Source: an optimization exercise on an open RTL-to-GDS flow (aim: small area, a short achievable clock period and few clock cycles). Production flows keep margins and buffers that such runs may drop.
In this exercise RTL edits were held to simulation tests only and were not proved equivalent to the original.
Power is estimated from default activity; no workload was simulated.

==> design/flow/design.v <==
module sdram_controller (
        input   clk,
        input   rst,
        output  sdram_cle,
        output  sdram_cs,
        output  sdram_cas,
        output  sdram_ras,
        output  sdram_we,
        output  [3:0]  sdram_dqm,
        output  [1:0]  sdram_ba,
        output  [12:0] sdram_a,
        input   [31:0] sdram_dqi,
        output  [31:0] sdram_dqo,
        input   [22:0] user_addr,    
        input   rw,                  
        input   [3:0]  sel_in,       
        input   [31:0] data_in,      
        output  [31:0] data_out,     
        output  busy,                
        input   in_valid,            
        output  out_valid            
    );
    localparam tCASL            = 16'd2;        
    localparam tPRE             = 16'd2;        
    localparam tACT             = 16'd2;        
    localparam tREF             = 16'd6;        
    localparam tRef_Counter     = 10'd750;     
    wire [22:0] addr;
    reg [22:0] remap_addr;
    wire [12:0] Mapped_RA;
    wire [1:0]  Mapped_BA;
    wire [7:0]  Mapped_CA;
    assign Mapped_RA = user_addr[22:10];
    assign Mapped_BA = {user_addr[8:7]};
    assign Mapped_CA = {user_addr[9],user_addr[6:0]};
    assign addr = {Mapped_RA, Mapped_BA, Mapped_CA};
    localparam CMD_UNSELECTED    = 4'b1000;
    localparam CMD_NOP           = 4'b0111;
    localparam CMD_ACTIVE        = 4'b0011;
    localparam CMD_READ          = 4'b0101;
    localparam CMD_WRITE         = 4'b0100;
    localparam CMD_TERMINATE     = 4'b0110;
    localparam CMD_PRECHARGE     = 4'b0010;
    localparam CMD_REFRESH       = 4'b0001;
    localparam CMD_LOAD_MODE_REG = 4'b0000;
    localparam Prefetch_Num = 4'd8;
    localparam SDRAM_DELAY = 4'd4;
    reg [3:0] Prefetch_Counter_r, Prefetch_Counter_w;
    reg [31:0] Prefetch_Data_Storage [0:Prefetch_Num-1];
    reg [22:0] Prefetch_Addr_Storage [0:Prefetch_Num-1];
    reg [Prefetch_Num-1:0] Prefetch_Valid_r, Prefetch_Valid_w;
    reg [31:0] Prefetch_Data_w;
    reg [22:0] Prefetch_Addr_w;
    reg        Prefetch_Store;
    reg [2:0]  Prefetch_Idx;
    reg [22:0] temp_addr_q, temp_addr_d, temp_addr_1_q, temp_addr_2_q, temp_addr_3_q;
    reg        temp_ok_q, temp_ok_d, temp_ok_1_q, temp_ok_2_q, temp_ok_3_q;
    reg [7:0]  hit_vec;
    reg [31:0] hit_data;
    localparam STATE_SIZE = 4;
    localparam INIT = 4'd0,
               WAIT = 4'd1,
               IDLE = 4'd6,
               REFRESH = 4'd7,
               ACTIVATE = 4'd8,
               READ = 4'd9,
               WRITE = 4'd11,
               PRECHARGE = 4'd12;
    reg cle_d, cle_q;
    reg [3:0] dqm_q, dqm_d;
    reg [3:0] cmd_d, cmd_q;
    reg [1:0] ba_d, ba_q;
    reg [12:0] a_d, a_q;
    reg [31:0] dq_d, dq_q;
    reg [31:0] dqi_d, dqi_q;
    assign sdram_cle = cle_q;
    assign sdram_cs = cmd_q[3];
    assign sdram_ras = cmd_q[2];
    assign sdram_cas = cmd_q[1];
    assign sdram_we = cmd_q[0];
    assign sdram_dqm = dqm_q;
    assign sdram_ba = ba_q;
    assign sdram_a = a_q;
    assign sdram_dqo = dq_q;
    reg [STATE_SIZE-1:0] state_d, state_q;
    reg [STATE_SIZE-1:0] next_state_d, next_state_q;
    reg [22:0] addr_d, addr_q;
    reg [31:0] data_d, data_q;
    reg [3:0]  sel_d, sel_q;
    reg out_valid_d, out_valid_q;
    reg [15:0] delay_ctr_d, delay_ctr_q;
    reg [9:0] refresh_ctr_d, refresh_ctr_q;
    reg refresh_flag_d, refresh_flag_q;
    reg ready_d, ready_q;
    reg saved_rw_d, saved_rw_q;
    reg [22:0] saved_addr_d, saved_addr_q;
    reg [31:0] saved_data_d, saved_data_q;
    reg [3:0]  saved_sel_d, saved_sel_q;
    reg rw_op_d, rw_op_q;
    reg [3:0] row_open_d, row_open_q;
    reg [12:0] row_addr_d[3:0], row_addr_q[3:0];
    reg [2:0] precharge_bank_d, precharge_bank_q;
    integer i;
    assign data_out = data_q;
    assign busy = !ready_q;
    assign out_valid = out_valid_q;
    always @* begin
        hit_data = 32'd0;
        for (i = Prefetch_Num - 1; i >= 0; i = i - 1) begin
            hit_vec[i] = Prefetch_Valid_r[i] && (saved_addr_q == Prefetch_Addr_Storage[i]);
            if (hit_vec[i])
                hit_data = Prefetch_Data_Storage[i];
        end
    end
    always @* begin
        dq_d = dq_q;
        dqi_d = sdram_dqi;
        cle_d = cle_q;
        cmd_d = CMD_NOP;  
        dqm_d = 4'b0000;
        ba_d = 2'd0;
        a_d = 13'd0;
        state_d = state_q;
        next_state_d = next_state_q;
        delay_ctr_d = delay_ctr_q;
        addr_d = addr_q;
        data_d = data_q;
        sel_d = sel_q;
        out_valid_d = 1'b0;
        precharge_bank_d = precharge_bank_q;
        rw_op_d = rw_op_q;
        remap_addr = 23'd0;
        row_open_d = row_open_q;
        Prefetch_Counter_w = Prefetch_Counter_r;
        Prefetch_Valid_w = Prefetch_Valid_r;
        Prefetch_Store = 1'b0;
        Prefetch_Idx = 3'd0;
        Prefetch_Addr_w = temp_addr_3_q;
        Prefetch_Data_w = dqi_q;
        temp_addr_d = temp_addr_q;
        temp_ok_d = 1'b0;
        for (i = 0; i < 4; i = i + 1)
            row_addr_d[i] = row_addr_q[i];
        refresh_flag_d = refresh_flag_q;
        refresh_ctr_d = refresh_ctr_q + 1'b1;
        if (refresh_ctr_q > tRef_Counter) begin
            refresh_ctr_d = 10'd0;
            refresh_flag_d = 1'b1;
        end
        saved_rw_d = saved_rw_q;
        saved_data_d = saved_data_q;
        saved_addr_d = saved_addr_q;
        saved_sel_d = saved_sel_q;
        ready_d = ready_q;
        if (ready_q && in_valid) begin
            saved_rw_d = rw;
            saved_data_d = data_in;
            saved_addr_d = addr;
            saved_sel_d = sel_in;
            ready_d = 1'b0;
        end
        case (state_q)
            INIT: begin
                Prefetch_Counter_w = 0;
                Prefetch_Valid_w = 8'd0;
                row_open_d = 4'b0;
                out_valid_d = 1'b0;
                a_d = {3'b000, 1'b0, 2'b00, 3'b010, 1'b0, 3'b000};
                ba_d = 2'b0;
                cle_d = 1'b1;
                state_d = WAIT;
                delay_ctr_d = 16'd0;
                next_state_d = IDLE;
                refresh_flag_d = 1'b0;
                refresh_ctr_d = 10'b1;
                ready_d = 1'b1;
            end
            WAIT: begin
                delay_ctr_d = delay_ctr_q - 1'b1;
                if (delay_ctr_q == 16'd0) begin
                    state_d = next_state_q;
                end
            end
            IDLE: begin
                Prefetch_Counter_w = 0;
                if (refresh_flag_q) begin  
                    state_d = PRECHARGE;
                    next_state_d = REFRESH;
                    precharge_bank_d = 3'b100;  
                    refresh_flag_d = 1'b0;  
                end else if (!ready_q) begin  
                    ready_d = 1'b1;  
                    rw_op_d = saved_rw_q;  
                    addr_d = saved_addr_q;
                    if (saved_rw_q) begin  
                        data_d = saved_data_q;
                        sel_d = saved_sel_q;
                        Prefetch_Valid_w = Prefetch_Valid_r & ~hit_vec;
                    end
                    if (row_open_q[saved_addr_q[9:8]]) begin
                        if (row_addr_q[saved_addr_q[9:8]] == saved_addr_q[22:10]) begin
                            if (saved_rw_q)
                                state_d = WRITE;
                            else if (|hit_vec) begin
                                data_d = hit_data;  
                                out_valid_d = 1'b1;
                                state_d = IDLE;
                            end
                            else begin
                                state_d = READ;
                            end
                        end else begin
                            state_d = PRECHARGE;  
                            precharge_bank_d = {1'b0, saved_addr_q[9:8]};
                            next_state_d = ACTIVATE;  
                        end
                    end else begin
                        state_d = ACTIVATE;  
                    end
                end
            end
            REFRESH: begin
                cmd_d = CMD_REFRESH;
                state_d = WAIT;
                delay_ctr_d = tREF;
                next_state_d = IDLE;
            end
            ACTIVATE: begin
                cmd_d = CMD_ACTIVE;
                a_d = addr_q[22:10];
                ba_d = addr_q[9:8];
                delay_ctr_d = tACT;
                state_d = WAIT;
                if (rw_op_q)
                    next_state_d = WRITE;
                else
                    next_state_d = READ;
                row_open_d[addr_q[9:8]] = 1'b1;  
                row_addr_d[addr_q[9:8]] = addr_q[22:10];
            end
            READ: begin
                if (Prefetch_Counter_r <= Prefetch_Num + SDRAM_DELAY - 1) begin
                    if (Prefetch_Counter_r == Prefetch_Num + SDRAM_DELAY - 1) begin
                        state_d = IDLE;
                        Prefetch_Counter_w = 0;
                        data_d = Prefetch_Data_Storage[0];  
                        out_valid_d = 1'b1;
                    end
                    else begin
                        Prefetch_Counter_w = Prefetch_Counter_r + 1;
                        state_d = READ;
                        if (Prefetch_Counter_r < Prefetch_Num) begin
                            remap_addr = {addr_q[22:10],addr_q[7],addr_q[9:8],addr_q[6:0]} + 4 * Prefetch_Counter_r;
                            temp_addr_d = {remap_addr[22:10],remap_addr[8:7],remap_addr[9],remap_addr[6:0]};
                            temp_ok_d = (temp_addr_d[22:8] == addr_q[22:8]);
                            if (temp_ok_d) begin
                                cmd_d = CMD_READ;
                                a_d = {2'b0, 1'b0, temp_addr_d[7:0], 2'b0};
                                ba_d = temp_addr_d[9:8];
                            end
                            else begin
                                a_d = a_q;
                                ba_d = ba_q;
                            end
                        end
                        else begin
                            temp_addr_d = temp_addr_q;
                            a_d = a_q;
                            ba_d = ba_q;
                        end
                    end
                    if (Prefetch_Counter_r >= SDRAM_DELAY) begin
                        Prefetch_Store = 1'b1;
                        Prefetch_Idx = Prefetch_Counter_r - SDRAM_DELAY;
                        Prefetch_Valid_w[Prefetch_Idx] = temp_ok_3_q;
                    end
                end
            end
            WRITE: begin
                cmd_d = CMD_WRITE;
                dq_d = data_q;
                dqm_d = ~sel_q;
                a_d = {2'b0, 1'b0, addr_q[7:0], 2'b00};
                ba_d = addr_q[9:8];
                state_d = IDLE;
            end
            PRECHARGE: begin
                cmd_d = CMD_PRECHARGE;
                a_d[10] = precharge_bank_q[2];  
                ba_d = precharge_bank_q[1:0];
                state_d = WAIT;
                delay_ctr_d = tPRE;
                if (precharge_bank_q[2]) begin
                    row_open_d = 4'b0000;  
                end else begin
                    row_open_d[precharge_bank_q[1:0]] = 1'b0;  
                end
            end
            default: state_d = INIT;
        endcase
    end
    always @(posedge clk) begin
        if(rst) begin
            cle_q <= 1'b0;
            state_q <= INIT;
            ready_q <= 1'b0;
            cmd_q <= CMD_NOP;
            out_valid_q <= 1'b0;
        end else begin
            cle_q <= cle_d;
            state_q <= state_d;
            ready_q <= ready_d;
            cmd_q <= cmd_d;
            out_valid_q <= out_valid_d;
        end
        saved_rw_q <= saved_rw_d;
        saved_data_q <= saved_data_d;
        saved_addr_q <= saved_addr_d;
        saved_sel_q <= saved_sel_d;
        dqm_q <= dqm_d;
        ba_q <= ba_d;
        a_q <= a_d;
        dq_q <= dq_d;
        dqi_q <= dqi_d;
        next_state_q <= next_state_d;
        refresh_flag_q <= refresh_flag_d;
        refresh_ctr_q <= refresh_ctr_d;
        data_q <= data_d;
        sel_q <= sel_d;
        addr_q <= addr_d;
        row_open_q <= row_open_d;
        for (i = 0; i < 4; i = i + 1)
            row_addr_q[i] <= row_addr_d[i];
        precharge_bank_q <= precharge_bank_d;
        rw_op_q <= rw_op_d;
        delay_ctr_q <= delay_ctr_d;
        Prefetch_Counter_r <= Prefetch_Counter_w;
        Prefetch_Valid_r <= Prefetch_Valid_w;
        if (Prefetch_Store) begin
            Prefetch_Addr_Storage[Prefetch_Idx] <= Prefetch_Addr_w;
            Prefetch_Data_Storage[Prefetch_Idx] <= Prefetch_Data_w;
        end
        temp_addr_q <= temp_addr_d;
        temp_addr_1_q <= temp_addr_q;
        temp_addr_2_q <= temp_addr_1_q;
        temp_addr_3_q <= temp_addr_2_q;
        temp_ok_q <= temp_ok_d;
        temp_ok_1_q <= temp_ok_q;
        temp_ok_2_q <= temp_ok_1_q;
        temp_ok_3_q <= temp_ok_2_q;
    end
endmodule
`default_nettype none
module user_proj_sdram (
    input  wire        wb_clk_i,
    input  wire        wb_rst_i,
    input  wire        wbs_stb_i,
    input  wire        wbs_cyc_i,
    input  wire        wbs_we_i,
    input  wire [3:0]  wbs_sel_i,
    input  wire [31:0] wbs_dat_i,
    input  wire [31:0] wbs_adr_i,
    output wire        wbs_ack_o,
    output wire [31:0] wbs_dat_o,
    output wire        sdram_cke,
    output wire        sdram_cs_n,
    output wire        sdram_ras_n,
    output wire        sdram_cas_n,
    output wire        sdram_we_n,
    output wire [3:0]  sdram_dqm,
    output wire [1:0]  sdram_ba,
    output wire [12:0] sdram_a,
    input  wire [31:0] sdram_dqi,
    output wire [31:0] sdram_dqo
);
    wire clk;
    wire rst;
    wire valid;
    wire [22:0] ctrl_addr;
    wire ctrl_busy;
    wire ctrl_in_valid, ctrl_out_valid, ctrl_out_valid_wb;
    reg ctrl_in_valid_q;
    assign ctrl_out_valid_wb = ctrl_out_valid;
    assign valid = wbs_stb_i && wbs_cyc_i;
    assign ctrl_in_valid = wbs_we_i ? valid : ~ctrl_in_valid_q && valid;
    assign wbs_ack_o = (wbs_we_i) ? ~ctrl_busy && valid : ctrl_out_valid_wb;
    assign ctrl_addr = wbs_adr_i[22:0];
    assign clk = wb_clk_i;
    assign rst = wb_rst_i;
    always @(posedge clk) begin
        if (rst) begin
            ctrl_in_valid_q <= 1'b0;
        end
        else begin
            if (~wbs_we_i && valid && ~ctrl_busy && ctrl_in_valid_q == 1'b0)
                ctrl_in_valid_q <= 1'b1;
            else if (ctrl_out_valid)
                ctrl_in_valid_q <= 1'b0;
        end
    end
    sdram_controller user_sdram_controller (
        .clk(clk),
        .rst(rst),
        .sdram_cle(sdram_cke),
        .sdram_cs(sdram_cs_n),
        .sdram_cas(sdram_cas_n),
        .sdram_ras(sdram_ras_n),
        .sdram_we(sdram_we_n),
        .sdram_dqm(sdram_dqm),
        .sdram_ba(sdram_ba),
        .sdram_a(sdram_a),
        .sdram_dqi(sdram_dqi),
        .sdram_dqo(sdram_dqo),
        .user_addr(ctrl_addr),
        .rw(wbs_we_i),
        .sel_in(wbs_sel_i),
        .data_in(wbs_dat_i),
        .data_out(wbs_dat_o),
        .busy(ctrl_busy),
        .in_valid(ctrl_in_valid),
        .out_valid(ctrl_out_valid)
    );
endmodule
`default_nettype wire
==> design/flow/run.sh <==
#!/bin/bash
# synth_recipe.tcl (not shown) runs the flow's synth.tcl, then flattens the netlist and writes it again
# the make line also repeats each setting of config.mk as NAME=value (left out here)
make -C /OpenROAD-flow-scripts/flow DESIGN_CONFIG=/design/flow/config.mk WORK_HOME=/design/flow/orfs CLKGATE_MAP_FILE= SYNTH_SCRIPT=/design/flow/synth_recipe.tcl finish
==> design/flow/config.mk <==
export PLATFORM = sky130hd
export DESIGN_NAME = user_proj_sdram
export DESIGN_NICKNAME = user_proj_sdram
export VERILOG_FILES = /design/flow/design.v
export SDC_FILE = /design/flow/constraint.sdc
export NUM_CORES = 4
export LEC_CHECK = 0
export CAP_MARGIN = 20
export CORE_MARGIN = 2
export CORE_UTILIZATION = 40
export SLEW_MARGIN = 20
==> design/flow/constraint.sdc <==
create_clock -name core_clock -period 4.5 [get_ports {wb_clk_i}]
set_input_delay 0.9000 -clock core_clock [delete_from_list [all_inputs] [get_ports {wb_clk_i}]]
set_output_delay 0.9000 -clock core_clock [all_outputs]
set_load 0.01 [all_outputs]
==> metrics.md <==
| Metric | Value |
|---|---|
| HP Class | `reg -> reg` |
| Initial antenna violation count | `2` |
| Initial DRC count | `1,909` |
| Status | `finished clean` |
| Die area | `0.0833 sq mm` |
| Total GRT Usage | `between 10% and 20%` |
| Min Tclk post-route | `3700 ps` |
| Area leader, netlist | `edfxtp_1` |
| Required time at the worst-slack endpoint | `4970 ps` |
| Multi-input logic area | `0.00762 sq mm` |
| Core ar. | `approximately 0.08 sq mm` |
| Worst-Margin Slew | `1030 ps` |
| H-tree levels | `3` |
| Synth top area share | `roughly two thirds` |
| Clock Latency Late Sink | `approximately 630 ps` |
| IO Count | `between 150 and 200` |
| Crit start category | `register` |
| Longest Clk Path Bufs | `3` |
| Critical Path AT | `4170 ps` |
| # rows | `104` |
| Final setup viols | `0` |
| Syn Nets | `2,150` |
| Grt peak-use layer | `met2` |
| Setup CP Type | `reg -> reg` |
| Routed vias/inst | `between 5 and 6` |
| Max-slew headroom | `31.4%` |
| CP most frequent cell | `buf_4` |
| TritonCTS Buffers | `87` |
| Seq. cell area | `0.0243 sq mm` |
| CTS tree | `done` |
| Max-slew violations | `0` |
| Pleak | `between 10 and 15 nW` |
| Post-synthesis sequential area ratio | `about three quarters` |
| Met1 Use GR | `26.2%` |
| Commonest non-fill, non-tap cell in the layout | `edfxtp_1` |
| Share of cells above drive strength 1 | `around an eighth` |
| WL/cell | `23.8 um` |
| Syn Inst Count | `around 2,000` |
| Largest vdd supply drop | `0.000242 V` |
| Worst Skew | `between 10 and 15 ps` |
| Setup TNS | `0 ps` |
| Max Cap Viol | `0` |
| Crit path capture type | `register` |
| First-pass GRT wire length | `between 100,000 and 150,000 um` |
| Final hold vios | `0` |
| Synth-to-layout area growth | `20.0%` |
| Remaining global-route overflow | `0` |
| Final period utilization | `82.1%` |
| Area contributors post-synth | `edfxtp_1 67%, dfxtp_1 8.1%, xnor2_1 3.8%` |
| Fillers | `a little under 7,000` |
| PD cells | `around 480 mW/mm^2` |
| Total detailed-routing wirelength | `81,200 um` |
| PostCTS Resize Cnt | `0` |
| Met3 Usage GRT | `3.14%` |
| Die Span X | `between 200 and 300 um` |
| Largest net degree at the start of global routing | `56` |
| Hold buffers post-CTS | `0` |
| Drt pass-1 iters | `5` |
| CTS Sinks | `roughly 850` |
| WP buf/inv | `3` |
| Vias in the first global route | `~19,000` |
| Synth Flop Type | `edfxtp_1` |
| Critical-path top delay cell | `nor4bb_1` |
| Fin Hold WS | `around 330 ps` |
| Die height | `289 um` |
| Residual DRC count | `0` |
| CP cell instances | `buf_4 > xnor2_1 > nand4_1 > nor4_1 > buf_4 > and3_1 > nor4bb_1 > a21bo_1 > buf_12 > a32oi_1 > o21ai_0` |
| Setup bufs post-CTS | `0` |
| Peak Freq | `271 MHz` |
| Nets | `2,396` |
| RSZ-0062 raised after global routing | `false` |
| IO buf count | `183` |
| Clock-pin slew on the worst setup and hold paths | `60 ps` |
| CP delay by family, top | `simple AND/OR/NAND/NOR gates` |
| Detail Route Antenna Nets | `0` |
| Fraction of registers with async set/reset | `0%` |
| Mapped cell area | `between 0.03 and 0.04 sq mm` |
| EDFF count, synth | `about 720` |
| Synth cell types | `73` |
| Worst path max stage delay | `820 ps` |
| RePlAce Congestion | `a little under 0.9` |
| Avg Inst Size Synth | `16.0 sq um` |
| Synth warn | `4` |
| Routed via count | `between 15,000 and 20,000` |
| CP Max Fanout | `33` |
| Met2 Use GR | `between 30% and 40%` |
| DP HPWL | `just over 50,000 um` |
| Initial Utilization | `approximately 40%` |
| CTS root buffer | `clkbuf_16` |
| Most frequent cells in the layout | `721 x edfxtp_1, 183 x clkdlybuf4s50_1, 140 x xnor2_1` |
| #FFs+latches synth | `roughly 850` |
## worst paths after layout
kind                                               start                                endpoint  slack, ps  cells after the start
hold / removal    user_sdram_controller.temp_addr_2_q[8]  user_sdram_controller.temp_addr_3_q[8]        330                      0
setup reg to reg   user_sdram_controller.saved_addr_q[8]         user_sdram_controller.data_q[0]        800                     11
setup / recovery   user_sdram_controller.saved_addr_q[8]         user_sdram_controller.data_q[0]        800                     11
hold reg to reg   user_sdram_controller.temp_addr_2_q[8]  user_sdram_controller.temp_addr_3_q[8]        330                      0
## kinds of logic after synthesis
kind of cell,share of synthesized area (%)
DFF,74.9
and+or+nand+nor,7.03
AOI/OAI and AO/OA,6.69
xor gates and xnor gates,6.55
buffers and inverters,1.89
muxes,2.22
adders and majority gates,0.680
other,0.0116
## layer usage
layer / vias up / routed length (um)
met5: - / 0
met4: 0 / 1750
met3: 113 / 4950
met2: 664 / 39400
met1: 9377 / 35100
li1: 8303 / -
## final cells by class
cell class,instances,area share [%]
antenna,2,0.0129
clock inverter,39,0.923
multi-input combinational,1045,19.6
clock buffer,123,6.66
timing repair buffer,258,6.70
tap,1060,3.41
inverter,30,0.290
sequential,852,62.4
## cell usage after synthesis (all sizes together) (33+ instances only)
master  count
edfxtp    721
xnor2     144
dfxtp     131
xor2       95
nand2      94
nor2       86
clkbuf     69
a21oi      64
o21ai      63
nand4      44
nand3      41
nor4       36
nor3b      34
a22oi      33
## power by group
part           switching [mW]  total (mW)  internal [mW]
sequential              0.401        9.41           9.01
combinational            1.06        1.79          0.732
clock                    3.01        7.33           4.32
total                    4.47        18.5           14.1
## state kept, by name, summed over array words and instances (netlist names), 10 cells and up
name                                         count
user_sdram_controller.Prefetch_Addr_Storage    184
user_sdram_controller.Prefetch_Data_Storage    256
user_sdram_controller.a_q                       13
user_sdram_controller.addr_q                    23
user_sdram_controller.data_q                    32
user_sdram_controller.delay_ctr_q               16
user_sdram_controller.dq_q                      32
user_sdram_controller.dqi_q                     32
user_sdram_controller.refresh_ctr_q             10
user_sdram_controller.row_addr_q                52
user_sdram_controller.saved_addr_q              23
user_sdram_controller.saved_data_q              32
user_sdram_controller.temp_addr_1_q             23
user_sdram_controller.temp_addr_2_q             23
user_sdram_controller.temp_addr_3_q             23
user_sdram_controller.temp_addr_q               23
## through the flow
step / instances / power (mW) / utilization [%] / instance area, sq um / setup slack, ps
after global routing: 3409 / 19.2 / 48.4 / 38900 / 588
after detailed placement: 3245 / 11.3 / 44.7 / 35900 / 764
after floorplan: 2028 / 10.6 / - / 32400 / 116
final: 3409 / 18.5 / 48.4 / 38900 / 804
after CTS: 3407 / 18.6 / 48.4 / 38900 / 781
after global placement: 3245 / 11.3 / 44.7 / 35900 / 810
Testbench counts, summed over its fixed seeds: cycles 117,199.

static timing again, ports no longer ideal:
How much do the figures lean on ideal ports? The routed layout below was timed once more, with nothing changed but the port constraints. Step 1 (the two cells are an assumption about what drives the block):
set clk [get_ports {wb_clk_i}]
set_driving_cell -lib_cell sky130_fd_sc_hd__clkbuf_16 $clk
set_driving_cell -lib_cell sky130_fd_sc_hd__buf_2 [delete_from_list [all_inputs] $clk]
Step 2 also shifts input and output timing later by t, the mid clock arrival at the registers, as if the neighbouring blocks saw the same clock. a / b / c = ideal ports / drivers / drivers and shift; a / b = the first two.
shift t [ns]: 0.685
setup WS [ns]: 0.804 / 0.804 / 0.804
worst setup path after step 2: register to register
worst slew at a driven data input, ns: 0.10
After both steps setup and hold are still met in this run. For this run, drivers alone change the setup slack by 0.000 ns; drivers and shift together by 0.000 ns.
